Context: an optimization exercise on an open-source flow, tuned for small area, a short achievable clock period and few clock cycles. The choices shown serve that exercise and are no tape-out recipe.
Function not checked in this run: the RTL went through the layout flow alone.

`config.mk`:
```
export PLATFORM = sky130hd
export DESIGN_NAME = mips
export DESIGN_NICKNAME = mips
export VERILOG_FILES = /design/flow/design.v
export SDC_FILE = /design/flow/constraint.sdc
export NUM_CORES = 4
export LEC_CHECK = 0
export ABC_AREA = 1
export CAP_MARGIN = 35
export CORE_MARGIN = 2
export CORE_UTILIZATION = 40
export SLEW_MARGIN = 35
```
`constraint.sdc`:
```
create_clock -name core_clock -period 130.0 [get_ports {clk}]
set_input_delay 26.0000 -clock core_clock [delete_from_list [all_inputs] [get_ports {clk}]]
set_output_delay 26.0000 -clock core_clock [all_outputs]
set_load 0.01 [all_outputs]
```
`design.v`:
```
module NPC (
    input  [31:0] PC_F,
    input  [31:0] PC_X,
    input  [31:0] rs,
    input  [15:0] imm,
    input  [25:0] ins_index,
    input         isJ,
    input         isJr,
    input         isBranchSuccess,
    output [31:0] NPC
);
    wire [29:0] btgt = PC_X[31:2] + {{14{imm[15]}}, imm} + 30'd1;
    assign NPC = (isJ)             ? {PC_X[31:28], ins_index, 2'b00} :
                 (isBranchSuccess) ? {btgt, PC_X[1:0]} :
                 (isJr)            ? rs :
                                     PC_F + 32'd4;
endmodule
module GRF (
    input         clk,
    input         reset,
    input  [4:0]  A1, A2, A3,
    input  [31:0] WD,
    output [31:0] RD1, RD2
);
    reg [31:0] r [1:31];
    integer i;
    always @(posedge clk) begin
        if (reset) begin
            for (i = 1; i < 32; i = i + 1) r[i] <= 32'd0;
        end else if (A3 != 5'd0) begin
            r[A3] <= WD;
        end
    end
    assign RD1 = (A1 == 5'd0) ? 32'd0 : r[A1];
    assign RD2 = (A2 == 5'd0) ? 32'd0 : r[A2];
endmodule
module ALU(
    input  [31:0] A, B,
    input  [2:0]  ALUOp,
    output [31:0] C
);
    wire        sb = (ALUOp != 3'd0);
    wire [32:0] s  = {1'b0, A} + {1'b0, B ^ {32{sb}}} + {32'd0, sb};
    wire        ltu = ~s[32];
    wire        lt  = (A[31] ^ B[31]) ? A[31] : s[31];
    assign C =  (ALUOp == 3'd2) ? (A & B) :
                (ALUOp == 3'd3) ? (A | B) :
                (ALUOp == 3'd4) ? {B[15:0], 16'd0} :
                (ALUOp == 3'd5) ? {31'd0, lt} :
                (ALUOp == 3'd6) ? {31'd0, ltu} :
                                  s[31:0];
endmodule
module BE_WD(
    input  [31:0] rt,
    input  [1:0]  addr,
    input         store,
    input  [1:0]  width,
    output [31:0] wd,
    output [3:0]  be
);
    assign wd = (width == 2'd2) ? {4{rt[7:0]}} :
                (width == 2'd1) ? {2{rt[15:0]}} :
                                  rt;
    assign be = ~store          ? 4'b0000 :
                (width == 2'd2) ? (4'b0001 << addr) :
                (width == 2'd1) ? (addr[1] ? 4'b1100 : 4'b0011) :
                                  4'b1111;
endmodule
module BE_RD(
    input  [31:0] rdata,
    input  [1:0]  addr,
    input  [1:0]  width,
    output [31:0] out
);
    wire [15:0] h = addr[1] ? rdata[31:16] : rdata[15:0];
    wire [7:0]  b = addr[0] ? h[15:8] : h[7:0];
    assign out = (width == 2'd2) ? {{24{b[7]}}, b} :
                 (width == 2'd1) ? {{16{h[15]}}, h} :
                                   rdata;
endmodule
module Controller(
    input  [31:0] ins,
    output        rtype,
    output        alu_r,       
    output        imm_sx,      
    output        use_imm,     
    output        lui,
    output        load,
    output        store,
    output        beq,
    output        bne,
    output        j,
    output        jal,
    output        jr,
    output        jalr,
    output        md,          
    output [2:0]  md_fn,       
    output        mfhi,
    output        mflo,
    output        mthi,
    output        mtlo,
    output [2:0]  aluop,       
    output [1:0]  width,       
    output [4:0]  a3,
    output        use_rs,
    output        use_rt
);
    wire [5:0] op = ins[31:26];
    wire [5:0] fn = ins[5:0];
    assign rtype = (op == 6'b000000);
    wire add  = rtype & (fn == 6'b100000);
    wire sub  = rtype & (fn == 6'b100010);
    wire and_ = rtype & (fn == 6'b100100);
    wire or_  = rtype & (fn == 6'b100101);
    wire slt  = rtype & (fn == 6'b101010);
    wire sltu = rtype & (fn == 6'b101011);
    wire mult = rtype & (fn == 6'b011000);
    wire multu= rtype & (fn == 6'b011001);
    wire div  = rtype & (fn == 6'b011010);
    wire divu = rtype & (fn == 6'b011011);
    assign mfhi = rtype & (fn == 6'b010000);
    assign mflo = rtype & (fn == 6'b010010);
    assign mthi = rtype & (fn == 6'b010001);
    assign mtlo = rtype & (fn == 6'b010011);
    assign jr   = rtype & (fn == 6'b001000);
    assign jalr = rtype & (fn == 6'b001001);
    wire addi = (op == 6'b001000);
    wire andi = (op == 6'b001100);
    wire ori  = (op == 6'b001101);
    assign lui  = (op == 6'b001111);
    assign beq  = (op == 6'b000100);
    assign bne  = (op == 6'b000101);
    wire lw   = (op == 6'b100011);
    wire lh   = (op == 6'b100001);
    wire lb   = (op == 6'b100000);
    wire sw   = (op == 6'b101011);
    wire sh   = (op == 6'b101001);
    wire sb   = (op == 6'b101000);
    assign j    = (op == 6'b000010);
    assign jal  = (op == 6'b000011);
    assign load  = lw | lh | lb;
    assign store = sw | sh | sb;
    assign alu_r = add | sub | and_ | or_ | slt | sltu;
    wire   alu_i = addi | andi | ori | lui;
    assign md    = mult | multu | div | divu;
    assign md_fn = {div | divu, multu | divu, 1'b0};
    assign imm_sx  = addi | load | store;
    assign use_imm = alu_i | load | store;
    assign aluop =
        (sub)  ? 3'd1 :
        (and_ | andi) ? 3'd2 :
        (or_  | ori)  ? 3'd3 :
        (lui)  ? 3'd4 :
        (slt)  ? 3'd5 :
        (sltu) ? 3'd6 :
                 3'd0;
    assign width = (sb | lb) ? 2'd2 : (sh | lh) ? 2'd1 : 2'd0;
    assign a3 =
        (alu_r | mfhi | mflo) ? ins[15:11] :
        (alu_i | load)        ? ins[20:16] :
        (jal | jalr)          ? 5'd31 :
                                5'd0;
    assign use_rs = ~(j | jal);
    assign use_rt = rtype | beq | bne | store;
endmodule
module MDU(
    input             clk, reset, start,
    input      [2:0]  md_fn,           
    input             hi_we, lo_we,
    input      [31:0] A, B,
    output reg [31:0] HI, LO,
    output            busy
);
    reg  [31:0] M;         
    reg         ms;        
    reg         hx;        
    reg         mul;       
    reg         sgn;       
    reg  [2:0]  cnt;       
    reg  [1:0]  nch;       
    reg         fix;       
    reg         negq, negr;
    assign busy = (cnt != 3'd0) | fix;
    wire is_div = md_fn[2];
    wire is_uns = md_fn[1];
    wire        bsg  = ~is_uns & B[31];
    wire [31:0] bx   = B ^ {32{bsg}};
    wire        b4   = is_uns ? (bx[31:24] != 8'd0) : (bx[31:23] != 9'd0);
    wire        b3   = is_uns ? (bx[23:16] != 8'd0) : (bx[23:15] != 9'd0);
    wire        b2   = is_uns ? (bx[15:8]  != 8'd0) : (bx[15:7]  != 9'd0);
    wire [1:0]  bn   = b4 ? 2'd3 : b3 ? 2'd2 : b2 ? 2'd1 : 2'd0;
    wire        m_first = start & ~is_div;
    wire [32:0] m_acc = m_first ? 33'd0 : {hx, HI};
    wire [32:0] m_m   = m_first ? {~is_uns & A[31], A} : {ms, M};
    wire [7:0]  m_c   = m_first ? B[7:0] : LO[7:0];
    wire        m_last = m_first ? (bn == 2'd0) : (cnt == 3'd1);
    wire        m_cs  = (m_first ? ~is_uns : sgn) & m_last;
    wire [41:0] m_p   = $signed({{9{m_acc[32]}}, m_acc}) +
                        $signed({{9{m_m[32]}}, m_m}) * $signed({{34{m_cs & m_c[7]}}, m_c});
    wire [1:0]  m_n   = m_first ? bn : nch;
    wire [64:0] m_full = {m_p[40:0], LO[31:8]};
    wire [63:0] m_res =
        (m_n == 2'd3) ? m_full[63:0] :
        (m_n == 2'd2) ? {{8{m_p[40]}}, m_full[63:8]} :
        (m_n == 2'd1) ? {{16{m_p[40]}}, m_full[63:16]} :
                        {{24{m_p[40]}}, m_full[63:24]};
    wire        as  = ~is_uns & A[31];
    wire        bs  = ~is_uns & B[31];
    wire [31:0] aa  = as ? (32'd0 - A) : A;
    wire [31:0] ab  = bs ? (32'd0 - B) : B;
    wire [1:0]  az  = (aa[31:24] != 8'd0) ? 2'd0 :
                      (aa[23:16] != 8'd0) ? 2'd1 :
                      (aa[15:8]  != 8'd0) ? 2'd2 : 2'd3;
    wire [31:0] ash = (az == 2'd0) ? aa :
                      (az == 2'd1) ? {aa[23:0], 8'd0} :
                      (az == 2'd2) ? {aa[15:0], 16'd0} :
                                     {aa[7:0], 24'd0};
    wire        d_first = start & is_div;
    wire [31:0] d_r = d_first ? 32'd0 : HI;
    wire [31:0] d_q = d_first ? ash : LO;
    wire [31:0] d_d = d_first ? ab : M;
    reg  [31:0] r [0:4];
    reg  [31:0] q [0:4];
    reg  [32:0] t;
    integer i;
    always @(*) begin
        r[0] = d_r; q[0] = d_q;
        for (i = 0; i < 4; i = i + 1) begin
            t = {r[i], q[i][31]} - {1'b0, d_d};
            if (!t[32]) begin r[i+1] = t[31:0];            q[i+1] = {q[i][30:0], 1'b1}; end
            else        begin r[i+1] = {r[i][30:0], q[i][31]}; q[i+1] = {q[i][30:0], 1'b0}; end
        end
    end
    wire [2:0]  d_cnt = (az == 2'd0) ? 3'd7 : (az == 2'd1) ? 3'd5 :
                        (az == 2'd2) ? 3'd3 : 3'd1;
    wire [31:0] nq = 32'd0 - LO;
    wire [31:0] nr = 32'd0 - HI;
    always @(posedge clk) begin
        if (reset) begin
            HI <= 32'd0; LO <= 32'd0; M <= 32'd0; ms <= 1'b0; hx <= 1'b0;
            mul <= 1'b0; sgn <= 1'b0; cnt <= 3'd0; nch <= 2'd0; fix <= 1'b0;
            negq <= 1'b0; negr <= 1'b0;
        end else if (start) begin
            mul <= ~is_div;
            sgn <= ~is_uns;
            if (~is_div) begin
                M   <= A;
                ms  <= ~is_uns & A[31];
                nch <= bn;
                cnt <= {1'b0, bn};
                if (bn == 2'd0) begin
                    {HI, LO} <= m_res;
                end else begin
                    {hx, HI} <= m_p[40:8];
                    LO <= {m_p[7:0], B[31:8]};
                end
            end else if (B != 32'd0) begin
                M    <= ab;
                HI   <= r[4];
                LO   <= q[4];
                cnt  <= d_cnt;
                fix  <= as | bs;
                negq <= as ^ bs;
                negr <= as;
            end
        end else if (hi_we) begin
            HI <= A;
        end else if (lo_we) begin
            LO <= A;
        end else if (cnt != 3'd0) begin
            cnt <= cnt - 3'd1;
            if (mul) begin
                if (cnt == 3'd1) {HI, LO} <= m_res;
                else begin
                    {hx, HI} <= m_p[40:8];
                    LO <= {m_p[7:0], LO[31:8]};
                end
            end else begin
                HI <= r[4];
                LO <= q[4];
            end
        end else if (fix) begin
            fix <= 1'b0;
            if (negq) LO <= nq;
            if (negr) HI <= nr;
        end
    end
endmodule
module mips(
    input           clk,
    input           reset,
    output  [31:0]  i_inst_addr,
    input   [31:0]  i_inst_rdata,
    output  [31:0]  m_data_addr,
    output  [31:0]  m_data_wdata,
    output  [3:0]   m_data_byteen,
    output  [31:0]  m_inst_addr,
    input   [31:0]  m_data_rdata,
    output          w_grf_we,
    output  [4:0]   w_grf_addr,
    output  [31:0]  w_grf_wdata,
    output  [31:0]  w_inst_addr
);
    reg  [31:0] pc_f;
    reg  [31:0] ir, pc_x;
    reg  [31:0] res_m, wd_m, pc_m;
    reg  [3:0]  be_m;
    reg  [4:0]  a3_m;
    reg         ld_m;
    reg  [1:0]  lw_m;            
    reg  [31:0] data_w, pc_w;
    reg  [4:0]  a3_w;
    wire [5:0]  op = ir[31:26];
    wire [5:0]  fn = ir[5:0];
    wire [4:0]  rs = ir[25:21];
    wire [4:0]  rt = ir[20:16];
    wire [4:0]  rd = ir[15:11];
    wire [15:0] imm = ir[15:0];
    wire [2:0]  mdu_fn;
    wire        c_rtype, c_alu_r, c_imm_sx, c_imm, c_lui, c_load, c_store;
    wire        c_beq, c_bne, c_j, c_jal, c_jr, c_jalr, c_md, c_mfhi, c_mflo;
    wire        c_mthi, c_mtlo, c_use_rs, c_use_rt;
    wire [2:0]  c_aluop;
    wire [1:0]  c_width;
    wire [4:0]  c_a3;
    Controller u_ctrl(
        .ins(ir), .rtype(c_rtype), .alu_r(c_alu_r), .imm_sx(c_imm_sx), .use_imm(c_imm),
        .lui(c_lui), .load(c_load), .store(c_store), .beq(c_beq), .bne(c_bne),
        .j(c_j), .jal(c_jal), .jr(c_jr), .jalr(c_jalr), .md(c_md), .md_fn(mdu_fn),
        .mfhi(c_mfhi), .mflo(c_mflo), .mthi(c_mthi), .mtlo(c_mtlo),
        .aluop(c_aluop), .width(c_width), .a3(c_a3), .use_rs(c_use_rs), .use_rt(c_use_rt)
    );
    wire [31:0] grf_rs, grf_rt;
    GRF u_grf(
        .clk(clk), .reset(reset),
        .A1(rs), .A2(rt), .A3(a3_w), .WD(data_w),
        .RD1(grf_rs), .RD2(grf_rt)
    );
    wire fw_rs_m = (rs == a3_m) & (a3_m != 5'd0);
    wire fw_rs_w = (rs == a3_w) & (a3_w != 5'd0);
    wire fw_rt_m = (rt == a3_m) & (a3_m != 5'd0);
    wire fw_rt_w = (rt == a3_w) & (a3_w != 5'd0);
    wire [31:0] v_rs = fw_rs_m ? res_m : fw_rs_w ? data_w : grf_rs;
    wire [31:0] v_rt = fw_rt_m ? res_m : fw_rt_w ? data_w : grf_rt;
    wire        mdu_busy;
    wire stall_ld = ld_m & ((c_use_rs & fw_rs_m) | (c_use_rt & fw_rt_m));
    wire stall_md = mdu_busy & (c_md | c_mfhi | c_mflo | c_mthi | c_mtlo);
    wire stall    = stall_ld | stall_md;
    wire [31:0] immx = {{16{c_imm_sx & imm[15]}}, imm};
    wire [31:0] alu_b = c_imm ? immx : v_rt;
    wire [31:0] alu_c;
    ALU u_alu(.A(v_rs), .B(alu_b), .ALUOp(c_aluop), .C(alu_c));
    wire [31:0] hi, lo;
    MDU u_mdu(
        .clk(clk), .reset(reset),
        .start(c_md & ~stall), .md_fn(mdu_fn),
        .hi_we(c_mthi & ~stall), .lo_we(c_mtlo & ~stall),
        .A(v_rs), .B(v_rt),
        .HI(hi), .LO(lo), .busy(mdu_busy)
    );
    wire        eq = (v_rs == v_rt);
    wire        taken = (c_beq & eq) | (c_bne & ~eq);
    wire [31:0] npc;
    NPC u_npc(
        .PC_F(pc_f), .PC_X(pc_x), .rs(v_rs), .imm(imm), .ins_index(ir[25:0]),
        .isJ(c_j | c_jal), .isJr(c_jr | c_jalr), .isBranchSuccess(taken),
        .NPC(npc)
    );
    wire [31:0] link = {pc_x[31:3] + 29'd1, pc_x[2:0]};
    wire [31:0] res_x =
        (c_mfhi)          ? hi   :
        (c_mflo)          ? lo   :
        (c_jal | c_jalr)  ? link :
                            alu_c;
    wire [31:0] wd_x;
    wire [3:0]  be_x;
    BE_WD u_bewd(.rt(v_rt), .addr(alu_c[1:0]), .store(c_store), .width(c_width),
                 .wd(wd_x), .be(be_x));
    always @(posedge clk) begin
        if (reset) begin
            pc_f <= 32'h0000_3000;
            ir   <= 32'd0;
            pc_x <= 32'd0;
        end else if (~stall) begin
            pc_f <= npc;
            ir   <= i_inst_rdata;
            pc_x <= pc_f;
        end
    end
    always @(posedge clk) begin
        if (reset) begin
            res_m <= 32'd0;
            wd_m  <= 32'd0;
            pc_m  <= 32'd0;
            be_m  <= 4'd0;
            a3_m  <= 5'd0;
            ld_m  <= 1'b0;
            lw_m  <= 2'd0;
        end else begin
            res_m <= res_x;
            wd_m  <= wd_x;
            pc_m  <= pc_x;
            be_m  <= stall ? 4'd0 : be_x;
            a3_m  <= stall ? 5'd0 : c_a3;
            ld_m  <= ~stall & c_load;
            lw_m  <= c_width;
        end
    end
    wire [31:0] ld_data;
    BE_RD u_berd(.rdata(m_data_rdata), .addr(res_m[1:0]), .width(lw_m), .out(ld_data));
    always @(posedge clk) begin
        if (reset) begin
            data_w <= 32'd0;
            pc_w   <= 32'd0;
            a3_w   <= 5'd0;
        end else begin
            data_w <= ld_m ? ld_data : res_m;
            pc_w   <= pc_m;
            a3_w   <= a3_m;
        end
    end
    assign i_inst_addr   = pc_f;
    assign m_data_addr   = res_m;
    assign m_data_wdata  = wd_m;
    assign m_data_byteen = be_m;
    assign m_inst_addr   = pc_m;
    assign w_grf_we      = (a3_w != 5'd0);
    assign w_grf_addr    = a3_w;
    assign w_grf_wdata   = data_w;
    assign w_inst_addr   = pc_w;
endmodule
```
`run.sh`:
```
#!/bin/bash
# synth_recipe.tcl (not shown) runs the flow's synth.tcl, then flattens the netlist and writes it again
# the make line also repeats each setting of config.mk as NAME=value (left out here)
make -C /OpenROAD-flow-scripts/flow DESIGN_CONFIG=/design/flow/config.mk WORK_HOME=/design/flow/orfs CLKGATE_MAP_FILE= SYNTH_SCRIPT=/design/flow/synth_recipe.tcl finish
```
==> run notes <==
[area by class of cell]
class,instances,area [um2]
Antenna cell,20,50.0
Clock buffer,221,4520
Clock inverter,80,852
Fill cell,27400,149000
Inverter,1719,6490
Multi-Input combinational cell,10400,58200
Sequential cell,1415,38600
Tap cell,3552,4440
Timing Repair Buffer,574,5130
[stage by stage]
| step | hold slack (ns) | setup WS, ns | instances | instance area [um2] |
|---|---|---|---|---|
| 2_1_floorplan | 0.438 | 101.77 | 14600 | 107000 |
| 3_3_place_gp | 0.410 | 100.47 | 17700 | 113000 |
| 3_5_place_dp | 0.415 | 100.48 | 17700 | 113000 |
| 4_1_cts | 0.426 | 101.34 | 18000 | 118000 |
| 5_1_grt | 0.448 | 101.30 | 18000 | 118000 |
| 6_report | 0.421 | 101.29 | 18000 | 118000 |
[metal layers]
| layer | share of wire | track usage | wire length (um) |
|---|---|---|---|
| met1 | 0.39 | 0.477 | 195000 |
| met4 | 0.075 | 0.223 | 37800 |
| met5 | 0.00014 | 0 | 72 |
| met3 | 0.11 | 0.0693 | 55700 |
| met2 | 0.43 | 0.544 | 218000 |
[sequential cells by signal, summed over array words and instances, names as in the netlist, 3 cells and up, named ones only]
signal	cells
a3_w	5
wd_m	32
u_mdu.cnt	3
u_mdu.LO	32
ir	32
pc_w	32
pc_x	32
pc_f	32
u_grf.r	1024
u_mdu.HI	32
data_w	32
u_mdu.M	32
be_m	4
pc_m	32
res_m	32
a3_m	5
[how the worst max path moves through the flow]
stage | from | to | slack [ns]
after floorplan | reset | u_grf.r[10][0] | 101.77
after global placement | reset | u_grf.r[11][17] | 100.47
after detailed placement | reset | u_grf.r[9][23] | 100.48
after CTS | reset | u_grf.r[24][27] | 101.34
after global routing | reset | u_grf.r[20][24] | 101.30
final | a3_w[3] | w_grf_we | 101.29
[kinds of logic (layout without fill, tap and decap cells)]
group,Yosys count,count (layout),share of synthesized area
AND/OR/NAND/NOR,6174,6174,0.242
flip-flops,1415,1415,0.360
multiplexers,11,11,0.00103
adder cells (fa/ha/maj),572,572,0.0861
buffers and inverters,2711,2594,0.103
other,1,52,0.0000349
XOR/XNOR,388,388,0.0317
AO/OA/AOI/OAI,3249,3249,0.176
[cells in the final DEF, fill, tap and decap left out, types with 277 or more instances in the layout]
master / instances
nand2_1: 2595
nor2_1: 1723
inv_1: 1672
nand3_1: 1373
o21ai_0: 1105
edfxtp_1: 1024
a21oi_1: 995
o211ai_1: 613
dfxtp_1: 380
buf_4: 296
ha_1: 295
fa_1: 277
[critical path: cells and delay by family (launching register included)]
kind | cells | cell delay [ns]
DFF | 1 | 0.76
buffers and inverters | 1 | 0.62
and+or+nand+nor | 2 | 0.47
==> summary.md <==
| Metric | Value |
|---|---|
| Status | no timing/DRC/antenna violations |
| Count of final hold-check violations | 0 |
| Initial core utilization | 0.401 |
| Clock transition at the registers of the reported paths | 0.06 ns |
| Final max-slew violation count | 0 |
| Hold path startpoint | pc_m[21] |
| Die width | 522 um |
| Async SR Flop Fraction | 0 |
| Share of layout cells above drive strength 1 | 0.0606 |
| Core area | 267000 um2 |
| Total grt overflow | 0 |
| CP cell instances | nor3_4 -> nand2_2 -> clkdlybuf4s50_1 |
| R2r setup slk | 109.38 ns |
| Post-DR vias/cell | 5.97 |
| R2r endpoint | u_mdu.HI[5] |
| Resized cells post-CTS | 0 |
| Final min period | 28.72 ns |
| Row count | 190 |
| DRT Pass-1 Iters | 6 |
| DP HPWL | 361000 um |
| Post-synth EDFFs | 1024 |
| Hold_buf cts | 0 |
| Synth top area share | 0.287 |
| Hold Path Class | flip-flop to flip-flop |
| Largest net degree at the start of global routing | 201 |
| Antenna violation net count after detailed routing | 0 |
| Die height | 522 um |
| Initial DRC Count | 15600 |
| Fmax | 34.8 MHz |
| Crit path DAT | 2.72 ns |
| Final GP Congestion | 1.04 |
| Top-count cell post-synth | nand2_1 |
| Crit start category | flip-flop |
| Setup crit end kind | primary output |
| Number of remaining DRC errors | 0 |
| CTS tree | built |
| Area grow syn2layout | 10.2% |
| Final setup fails | 0 |
| WL/cell | 28.1 um |
| Yosys synthesis warning count | 5 |
| End of the worst hold path | pc_w[21] |
| Worst Skew | 0.101 ns |
| Num CTS Buffers | 168 |
| Gr usage total | 0.361 |
| Slowest stage delay, CP | 0.76 ns |
| Max Cap Viol | 0 |
| TNS Setup | 0 ns |
| Hold depth | 2 |
| Post-synthesis cell area | 107000 um2 |
| Nets | 14900 |
| Initial antenna violation count | 23 |
| Critical Path Fanout Max | 8 |
| RSZ-0062 raised after global routing | no |
| Synth top cells by count | nand2_1, nor2_1, inv_1, nand3_1, o21ai_0 |
| Worst-Margin Slew | 1.17 ns |
| CTS sink count | 1415 |
| Port Buffers | 267 |
| Tcrit/Tclk final | 0.221 |
| Synth Flop Type | edfxtp_1 |
| Count of cell types in the netlist | 76 |
| Die area | 272000 um2 |
| I/O pins | 268 |
| CTS root buf | clkbuf_16 |
| Crit Path Category | flip-flop to primary output |
| Area contributors post-synth | edfxtp_1, nand2_1, dfxtp_1 |
| Number of synthesized register bits | 1415 |
| Sequential fraction of the synthesis area | 0.360 |
| Total wire length | 507000 um |
| Post-CTS Setup Inserts | 0 |
| Util after Layout | 0.442 |
| Mean post-synth cell area | 7.39 um2 |
| Skew-Pair Late Insertion Delay | 0.89 ns |
| Vias in the first global route | 97500 |
| Relative max-transition margin | 0.208 |
| H-tree depth | 4 |
| First-pass GRT wire length | 715000 um |
| Synth area leader | edfxtp_1 |
| Clock buffer depth | 3 |
| DR vias | 107000 |
| Post-Syn Instances | 14500 |
| Critical-path top delay cell | dfxtp_1 |
| Cell depth of the worst flop-to-flop path | 101 |
| Worst EP required | 104.00 ns |

-- port drivers added, routing unchanged --
The results above use ideal ports. As a check the final layout listed here was re-extracted and re-timed, cells and wires unchanged.
Step 1: set_driving_cell puts a clkbuf_16 on clk and a buf_2 on each other input, an assumption about the parent block.
Step 2 also shifts input and output timing later by t, the mid clock arrival at the registers, as if the neighbouring blocks saw the same clock.
Slacks: ideal ports / drivers / drivers and shift; pairs: ideal ports / drivers.
t, ns: 0.935
setup slack, ns: 101.285 / 101.193 / 100.562
worst setup path at the end: input to register
latest minus earliest clock arrival (ns): 0.109 / 0.109
slew at the worst register clock pin (ns): 0.08 / 0.08
After both steps this run still meets setup and hold. For this run, drivers alone change the setup slack by -0.092 ns; drivers and shift together by -0.723 ns.
